Source: an optimization exercise on an open RTL-to-GDS flow (aim: small area). Production flows keep margins and buffers that such runs may drop. Function was checked by simulation only, so behaviour that the tests miss may differ from the original. No activity file was given, so power comes from the tool's default toggle rates.

==> flow/design.v <==
module keyboard(
    input  wire       clk,
    input  wire       reset,
    input  wire [3:0] row,
    output wire [3:0] col,
    output wire [2:0] dpos,
    output wire       kb_en,     
    output wire [1:0] kb_cls     
);
reg [7:0] c200;
reg [2:0] m5;
reg [2:0] dp;
reg       ninit;
reg [15:0] key;      
reg       first;     
reg ev1, ev2;
reg dg1, dg2;
wire disp_end = c200[1] & ~c200[2] & ~c200[4] & ~c200[5] & ~c200[6] & ~c200[7];
wire kb_end   = disp_end & m5[2];
wire [3:0] p  = ~row & ~(key[3:0] & {4{~first}});
always @(posedge clk, posedge reset) begin
    if (reset) begin
        c200 <= 8'b00000110;
        m5 <= 0; dp <= 0; ninit <= 0; ev1 <= 0; ev2 <= 0;
        first <= 1'b1;
    end else begin
        ninit <= 1'b1;
        c200 <= {c200[6:0], c200[7] ^ c200[5] ^ (c200[3] & ~c200[4])};
        if (disp_end) begin
            m5 <= {m5[1] & m5[0], m5[1] ^ m5[0], ~m5[0] & ~m5[2]};
            dp <= dp + 3'd1;
        end
        if (kb_end & dp[1] & dp[0]) first <= 1'b0;
        ev1 <= kb_end & (|p);
        ev2 <= ev1;
    end
end
always @(posedge clk) begin
    if (kb_end) key <= {~row, key[15:4]};
    dg1 <= p[3] & ~p[2] & ~p[1] & ~p[0] & (dp[1:0] != 2'd0);
    dg2 <= dg1;
end
wire [1:0] cpos = dp[1:0] - m5[1:0];
assign col    = ninit ? ~(4'b0001 << cpos) : 4'b1111;
assign dpos   = dp;
assign kb_en  = ev2;
assign kb_cls = {dg2 & dp[1], dg2 & ~(dp[1] & dp[0])};
endmodule
module state_machine(
    input wire clk,set,rst,sure,check,
    input wire [1:0] kb_cls,
    input wire kb_en,
    input wire [2:0] dpos,
    output reg [6:0] led,
    output reg led0,led1,led2,led3
    );
localparam W=2'b00, E=2'b01, ADV=2'b11, RET=2'b10;
localparam IDLE1=3'd0, a0=3'd1, a1=3'd2, a2=3'd3, a3=3'd4, a4=3'd5;
localparam N0=2'b10, N1=2'b01, N2=2'b00, N3=2'b11;
reg [1:0] ph;
reg [2:0] st1, nst1;
reg [5:0] temp;
reg [5:0] mi;
reg [1:0] n, nn;
wire l0 = ~led0;
wire is_e    = (ph == E);
wire is_idle = (ph == RET) | ((ph == W) & l0);
wire is_s7   = ((ph == W) & led3) | ((ph == ADV) & led2);
wire cmp_off = l0 & ((ph == E) | (ph == ADV));
wire wr0 = kb_en & (n == N0);
wire wr1 = kb_en & (n == N1);
wire wr2 = kb_en & (n == N2);
always @(*) begin
    case (n)
    N0: nn = N1;
    N1: nn = N2;
    N2: nn = N3;
    default: nn = N0;
    endcase
end
always @(posedge clk or posedge rst) begin
    if (rst) n <= N0;
    else if (sure) n <= N0;
    else if (is_e & kb_en) n <= nn;
end
always @(posedge clk) begin
    if (is_e) begin
        if (wr0) temp[5:4] <= kb_cls;
        if (wr1) temp[3:2] <= kb_cls;
        if (wr2) temp[1:0] <= kb_cls;
    end else temp <= 6'd0;
end
always @(posedge clk) begin
    if ((ph == ADV) & l0) mi <= temp;
end
wire [1:0] t0 = cmp_off ? 2'b00 : temp[5:4];
wire [1:0] t1 = cmp_off ? 2'b00 : temp[3:2];
wire [1:0] t2 = cmp_off ? 2'b00 : temp[1:0];
always @(*) begin
    case (st1)
    IDLE1: nst1 = check ? a0 : IDLE1;
    a0: nst1 = (t0 == 2'b00) ? a0 : (t0 == mi[5:4]) ? a1 : a4;
    a1: nst1 = (t1 == 2'b00) ? a1 : (t1 == mi[3:2]) ? a2 : a4;
    a2: nst1 = (t2 == 2'b00) ? a2 : (t2 == mi[1:0]) ? a3 : a4;
    a3: nst1 = sure ? IDLE1 : a3;
    a4: nst1 = sure ? IDLE1 : a4;
    default: nst1 = IDLE1;
    endcase
end
always @(posedge clk or posedge rst) begin
    if (rst) begin
        ph <= W; st1 <= IDLE1; led0 <= 0; led1 <= 0; led2 <= 0; led3 <= 0;
    end else begin
        st1 <= nst1;
        case (ph)
        W:   if (l0 ? set : (check & ~led3)) ph <= E;
        E:   if (sure) ph <= (led0 & (st1 == a3)) ? RET : ADV;
        ADV: ph <= (check & ~led2) ? E : W;
        RET: ph <= set ? E : W;
        endcase
        if (ph == ADV) {led3, led2, led1, led0} <= {led2, led1, led0, 1'b1};
        if (ph == RET) {led3, led2, led1, led0} <= 4'b0000;
    end
end
reg [1:0] dig;
always @(*) begin
    case ({is_e, dpos})
    4'b1101: dig = temp[1:0];
    4'b1110: dig = temp[3:2];
    4'b1111: dig = temp[5:4];
    default: dig = 2'b00;
    endcase
    if (is_idle) led = 7'b0000001;
    else if (is_s7) led = 7'b0111000;
    else case (dig)
        2'b01: led = 7'b1001111;
        2'b10: led = 7'b0010010;
        2'b11: led = 7'b0000110;
        default: led = 7'b1111111;
        endcase
end
endmodule
module lock(
    input wire clk,set1,rst,sure,check,
    input  wire [3:0] row,
    output wire  [3:0] col,
    output wire[7:0] led_en,
    output wire[6:0] led,
    output wire led0,led1,led2,led3
    );
wire kb_en;
wire [1:0] kb_cls;
wire [2:0] dpos;
keyboard u_keyboard(
.clk(clk),.reset(rst),.row(row),.col(col),.dpos(dpos),.kb_en(kb_en),.kb_cls(kb_cls)
);
assign led_en = ~(8'b00000001 << dpos);
state_machine u_state_machine(
.clk(clk),.rst(rst),.sure(sure),.check(check),.set(set1),.kb_cls(kb_cls),.kb_en(kb_en),.dpos(dpos),.led(led),.led0(led0),.led1(led1),.led2(led2),.led3(led3)
);
endmodule
clock: 10.0 ns
lec_check: 0
cap_margin: 20
core_margin: 2
core_utilization: 40
cts_buf_list: sky130_fd_sc_hd__clkbuf_4
slew_margin: 20
standard.sh (not shown) runs the stock make flow with config.mk's settings and CLKGATE_MAP_FILE= SYNTH_SCRIPT=/design/flow/synth_recipe.tcl, a recipe that flattens the netlist after the stock synthesis.
==> flow/flow/run.sh <==
#!/bin/bash
# Own layout flow: the standard ORFS flow with these changes:
#  - synthesis maps with an area-oriented ABC script and leaves half/full
#    adders to ABC (no adder cell extraction); registers are untouched;
#  - ports are buffered with buf_1;
#  - clock tree synthesis inserts no dummy load cells.
# Each step's full output goes to ORFS's own logs under orfs/logs; make's
# output goes to make.log here.
set -euo pipefail
here=$(pwd)
export MY_ABC_SCRIPT="$here/flow/area.abc"
bash standard.sh SYNTH_SCRIPT="$here/flow/synth.tcl" ADDER_MAP_FILE= \
  "BUFFER_PORTS_ARGS=-buffer_cell sky130_fd_sc_hd__buf_1" \
  "CTS_ARGS=-sink_clustering_enable -repair_clock_nets -dont_use_dummy_load -buf_list sky130_fd_sc_hd__clkbuf_4" \
  finish > "$here/make.log" 2>&1
==> flow/flow/area.abc <==
strash
&get -n
&st
&dch
&nf -R 1000
&put
==> flow/flow/synth.tcl <==
proc synth {args} { yosys synth -nofsm -noshare {*}$args }
proc abc {args} {
  set i [lsearch -exact $args -script]
  if {$i >= 0} { set args [lreplace $args [expr {$i+1}] [expr {$i+1}] $::env(MY_ABC_SCRIPT)] }
  yosys abc {*}$args
}
source $::env(SCRIPTS_DIR)/synth.tcl
# left out here: clear keep_hierarchy, flatten, clean up, hide names made inside functions, write 1_2_yosys.v
The starting point completed without violations.
Next try:
--- a/flow/config.mk
+++ b/flow/config.mk
@@ -8,5 +8,5 @@
 export CAP_MARGIN = 20
 export CORE_MARGIN = 2
-export CORE_UTILIZATION = 40
+export CORE_UTILIZATION = 65
 export CTS_BUF_LIST = sky130_fd_sc_hd__clkbuf_4
 export SLEW_MARGIN = 20
The new run completed with no timing, DRC or antenna violations.
Final area shrinks by 1.2%.
Sequential power stays flat.
Worst setup slack loses 0.092 ns.
Via count grows by about 1.6%.
Hold slack is about the same.
Power stays flat.
Cell count shrinks by about 8%.
Utilization grows by 28 points.

==> separate check: timing with driven ports <==
The flow's constraints put no driver on any port. The routed layouts listed below were extracted and timed again, unchanged, in two steps.
Step 1: set_driving_cell puts a clkbuf_16 on clk and a buf_2 on each other input, an assumption about the parent block.
Step 2 also shifts input and output timing later by t, the mid clock arrival at the registers, as if the neighbouring blocks saw the same clock.
Slacks: ideal ports / drivers / drivers and shift; pairs: ideal ports / drivers.
run	t, ns	slack for setup (ns)	worst hold slack (ns)	worst setup path after step 2	worst register clock-pin slew, ns
the first run	0.389	5.822 / 5.797 / 6.186	0.332 / 0.332 / 0.332	register to output	0.11 / 0.11
the second run	0.405	5.730 / 5.707 / 6.112	0.335 / 0.335 / 0.335	register to output	0.09 / 0.09
After both steps every run listed still meets setup and hold.
